This is an optimization exercise on Yosys and OpenROAD, whose aim is small area, not a production implementation.
At most, simulation tests tie the RTL to the original design; equivalence was not proved.
No driver is modelled on the clock port, so clock power and skew are understated where the tree is cut down; a real chip needs a root buffer or a tree.
Power and IR drop assume default switching activity.

## zinc
==> module Count_Checker, before the edit <==
module Count_Checker(
    input         clk_i,
    input         reset_n_i,
    input  [31:0] data_i,
    input         start_i,
    input         rx_val_in,
    input         usr_data_valid_i,
    input         clear_i,
    input         crc_error_result_i,
    output        rx_val_o,
    output        lock_o,
    output        error_o,
    output        crc_error_o,
    output [31:0] data_tx_o,
    output [31:0] data_rx_o
);
wire v = usr_data_valid_i;
reg  [31:0] s_data;
reg         s_pend;
reg         s_zero;
reg         start_count;
wire [32:0] cy;
assign cy[0] = s_pend;
genvar gi;
generate for (gi=0; gi<32; gi=gi+1) begin : g
  assign cy[gi+1] = cy[gi] & s_data[gi];
end endgenerate
wire [31:0] s_now = s_data ^ cy[31:0];
always @(posedge clk_i) begin
  s_data <= (v & !start_count) ? data_i : s_now;
  s_pend <= v & start_count;
end
reg  [31:0] s_data_in;
reg         s_in_ok;
always @(posedge clk_i)
  s_data_in <= data_i;
reg  [31:0] s_data_in_d;
reg  [31:0] data_rx_o_reg;
reg         s_lock, s_error, s_crc_error, s_rx_val;
reg  [1:0]  count, crc_count;
always @(posedge clk_i, negedge reset_n_i)
  if (!reset_n_i) begin
    s_zero      <= 1'b1;
    start_count <= 1'b0;
    s_in_ok     <= 1'b0;
  end else begin
    s_zero      <= !start_i | (s_zero & !v);
    start_count <= start_i & v;
    s_in_ok     <= start_i;
  end
always @(posedge clk_i, negedge reset_n_i)
  if (!reset_n_i)
    s_data_in_d <= 32'h0;
  else if (!start_i)
    s_data_in_d <= 32'h0;
  else if (v)
    s_data_in_d <= s_in_ok ? s_data_in : 32'h0;
always @(posedge clk_i, negedge reset_n_i)
  if (!reset_n_i)
    data_rx_o_reg <= 32'h0;
  else if (v)
    data_rx_o_reg <= s_zero ? 32'h0 : s_now;
wire match = (s_data_in_d == data_rx_o_reg);
always @(posedge clk_i, negedge reset_n_i)
  if (!reset_n_i) begin
    s_lock  <= 1'b0;
    s_error <= 1'b0;
    count   <= 2'b00;
  end else if (!start_i) begin
    s_lock  <= 1'b0;
    s_error <= 1'b1;
    count   <= 2'b00;
  end else if (!v) begin
    count   <= 2'b00;
  end else begin
    count   <= count + 2'b01;
    if (count == 2'b11) begin
      s_lock  <= match;
      s_error <= !match;
    end
  end
always @(posedge clk_i, negedge reset_n_i)
  if (!reset_n_i) begin
    s_crc_error <= 1'b0;
    crc_count   <= 2'b00;
  end else if (!start_i) begin
    s_crc_error <= 1'b0;
  end else if (v) begin
    if (crc_error_result_i)
      crc_count <= crc_count + 2'b01;
    else if (crc_count == 2'b11)
      crc_count <= 2'b00;
    if (clear_i)
      s_crc_error <= 1'b0;
    else if (crc_count == 2'b10)
      s_crc_error <= 1'b1;
  end
always @(posedge clk_i, negedge reset_n_i)
  if (!reset_n_i)
    s_rx_val <= 1'b0;
  else
    s_rx_val <= start_i & rx_val_in;
assign lock_o      = s_lock;
assign data_tx_o   = s_data_in_d;
assign rx_val_o    = s_rx_val;
assign error_o     = clear_i ? 1'b0 : s_error;
assign crc_error_o = clear_i ? 1'b0 : s_crc_error;
assign data_rx_o   = data_rx_o_reg;
endmodule
Settings: LEC_CHECK=0, CAP_MARGIN=20, CORE_MARGIN=2, CORE_UTILIZATION=55, PLACE_DENSITY=0.7, SLEW_MARGIN=20; clock period 8.0 ns.
standard.sh (not shown) runs the stock make flow with config.mk's settings and CLKGATE_MAP_FILE= SYNTH_SCRIPT=/design/flow/synth_recipe.tcl, a recipe that flattens the netlist after the stock synthesis.
==> flow/flow/run.sh <==
#!/bin/bash
# Layout flow: the standard flow (standard.sh) with three changes.
# - Synthesis is the standard flow's own script (synth_recipe.tcl, run by ORFS's synth.tcl
#   unchanged), except that its one ABC call gets an area-oriented script
#   (flow/abc_area_map.script). Registers are mapped by dfflibmap before
#   ABC runs, so they are the standard synthesis's, with the same names.
# - Port buffers are sky130_fd_sc_hd__buf_1.
# - The clock tree is built by flow/clock_tree.tcl (sourced by ORFS's cts.tcl
#   as PRE_CTS_TCL) instead of TritonCTS: a root buffer and ten leaf buffers,
#   each leaf driving a group of nearby flip-flops.
# Every tool's full output goes to the ORFS logs and to flow_*.log here.
set -euo pipefail
WD=$(pwd)
{
  cat <<EOF
proc abc {args} {
  set i [lsearch -exact \$args -script]
  if {\$i >= 0} { lset args [expr {\$i + 1}] $WD/flow/abc_area_map.script }
  yosys abc {*}\$args
}
EOF
  cat synth_recipe.tcl
} > my_synth.tcl
sed "s#SYNTH_SCRIPT=[^ ]*#SYNTH_SCRIPT=$WD/my_synth.tcl#" standard.sh > my_standard.sh
grep -q "SYNTH_SCRIPT=$WD/my_synth.tcl" my_standard.sh
export BUFFER_PORTS_ARGS="-buffer_cell sky130_fd_sc_hd__buf_1"
export PRE_CTS_TCL=$WD/flow/clock_tree.tcl
export CLK_TREE_GROUPS=10
export CLK_TREE_LEAF=sky130_fd_sc_hd__clkbuf_8
export CLK_TREE_ROOT=sky130_fd_sc_hd__clkbuf_8
bash my_standard.sh synth > flow_synth.log 2>&1
bash my_standard.sh > flow_layout.log 2>&1
Other scripts of this flow, unchanged in this note and not shown: flow/flow/abc_area_map.script, flow/flow/clock_tree.tcl
For raven, these inputs were changed with respect to zinc:
diff --git a/flow/design.v b/flow/design.v
--- a/flow/design.v
+++ b/flow/design.v
@@ -132,20 +132,16 @@
 );
 wire v = usr_data_valid_i;
 reg  [31:0] s_data;
-reg         s_pend;
 reg         s_zero;
 reg         start_count;
 wire [32:0] cy;
-assign cy[0] = s_pend;
+assign cy[0] = v & start_count;
 genvar gi;
 generate for (gi=0; gi<32; gi=gi+1) begin : g
   assign cy[gi+1] = cy[gi] & s_data[gi];
 end endgenerate
-wire [31:0] s_now = s_data ^ cy[31:0];
-always @(posedge clk_i) begin
-  s_data <= (v & !start_count) ? data_i : s_now;
-  s_pend <= v & start_count;
-end
+always @(posedge clk_i)
+  s_data <= (v & !start_count) ? data_i : s_data ^ cy[31:0];
 reg  [31:0] s_data_in;
 reg         s_in_ok;
 always @(posedge clk_i)
@@ -175,7 +171,7 @@
   if (!reset_n_i)
     data_rx_o_reg <= 32'h0;
   else if (v)
-    data_rx_o_reg <= s_zero ? 32'h0 : s_now;
+    data_rx_o_reg <= s_zero ? 32'h0 : s_data;
 wire match = (s_data_in_d == data_rx_o_reg);
 always @(posedge clk_i, negedge reset_n_i)
   if (!reset_n_i) begin
Notes after the runs:
Summary — post-route standard cell area excluding fillers, raven relative to zinc: higher, by about 0.6%. Relative to zinc, first-pass GRT wire length has decreased by 480 um in raven. raven against zinc: global route total overflow did not really move, combined buffer and inverter count along the critical path saw an increase. From zinc to raven the numbers moved as follows: count of buffers inserted at the top-level ports barely changed; sequential share of power climbed 0.9 points. Final-layout worst hold slack in raven is 10 ps higher than in zinc. Between raven and zinc, it is raven whose setup slack is lower, by 680 ps. Result: PASS for each of raven and zinc.
No functional check of the RTL was part of zinc. No run of this note takes its clock network from TritonCTS; it comes from the design's own scripts or RTL.

## afterwards: timing with drivers on the ports
In the flow no input, the clock included, has a driving cell. The finished layouts below were timed again as built, in two steps.
Step 1 (the two cells are an assumption about what drives the block):
set clk [get_ports {clk}]
set_driving_cell -lib_cell sky130_fd_sc_hd__clkbuf_16 $clk
set_driving_cell -lib_cell sky130_fd_sc_hd__buf_2 [delete_from_list [all_inputs] $clk]
Step 2 moves the port delays by t, midway between the first and last clock arrival at a register: inputs arrive t later, outputs are due t later. That takes back most of the time a late clock gives input paths.
a / b / c = ideal / step 1 / step 2; a / b = the first two.
run | shift t [ns] | setup WS [ns] | clock arrival spread, ns
zinc | 0.451 | 0.950 / 0.950 / 0.950 | 0.015 / 0.015
raven | 0.445 | 0.266 / 0.275 / -0.170 | 0.012 / 0.012
With both steps, setup timing fails in raven, where it was met with ideal ports. For raven, which loses most, drivers alone change the setup slack by +0.009 ns; drivers and shift together by -0.436 ns.
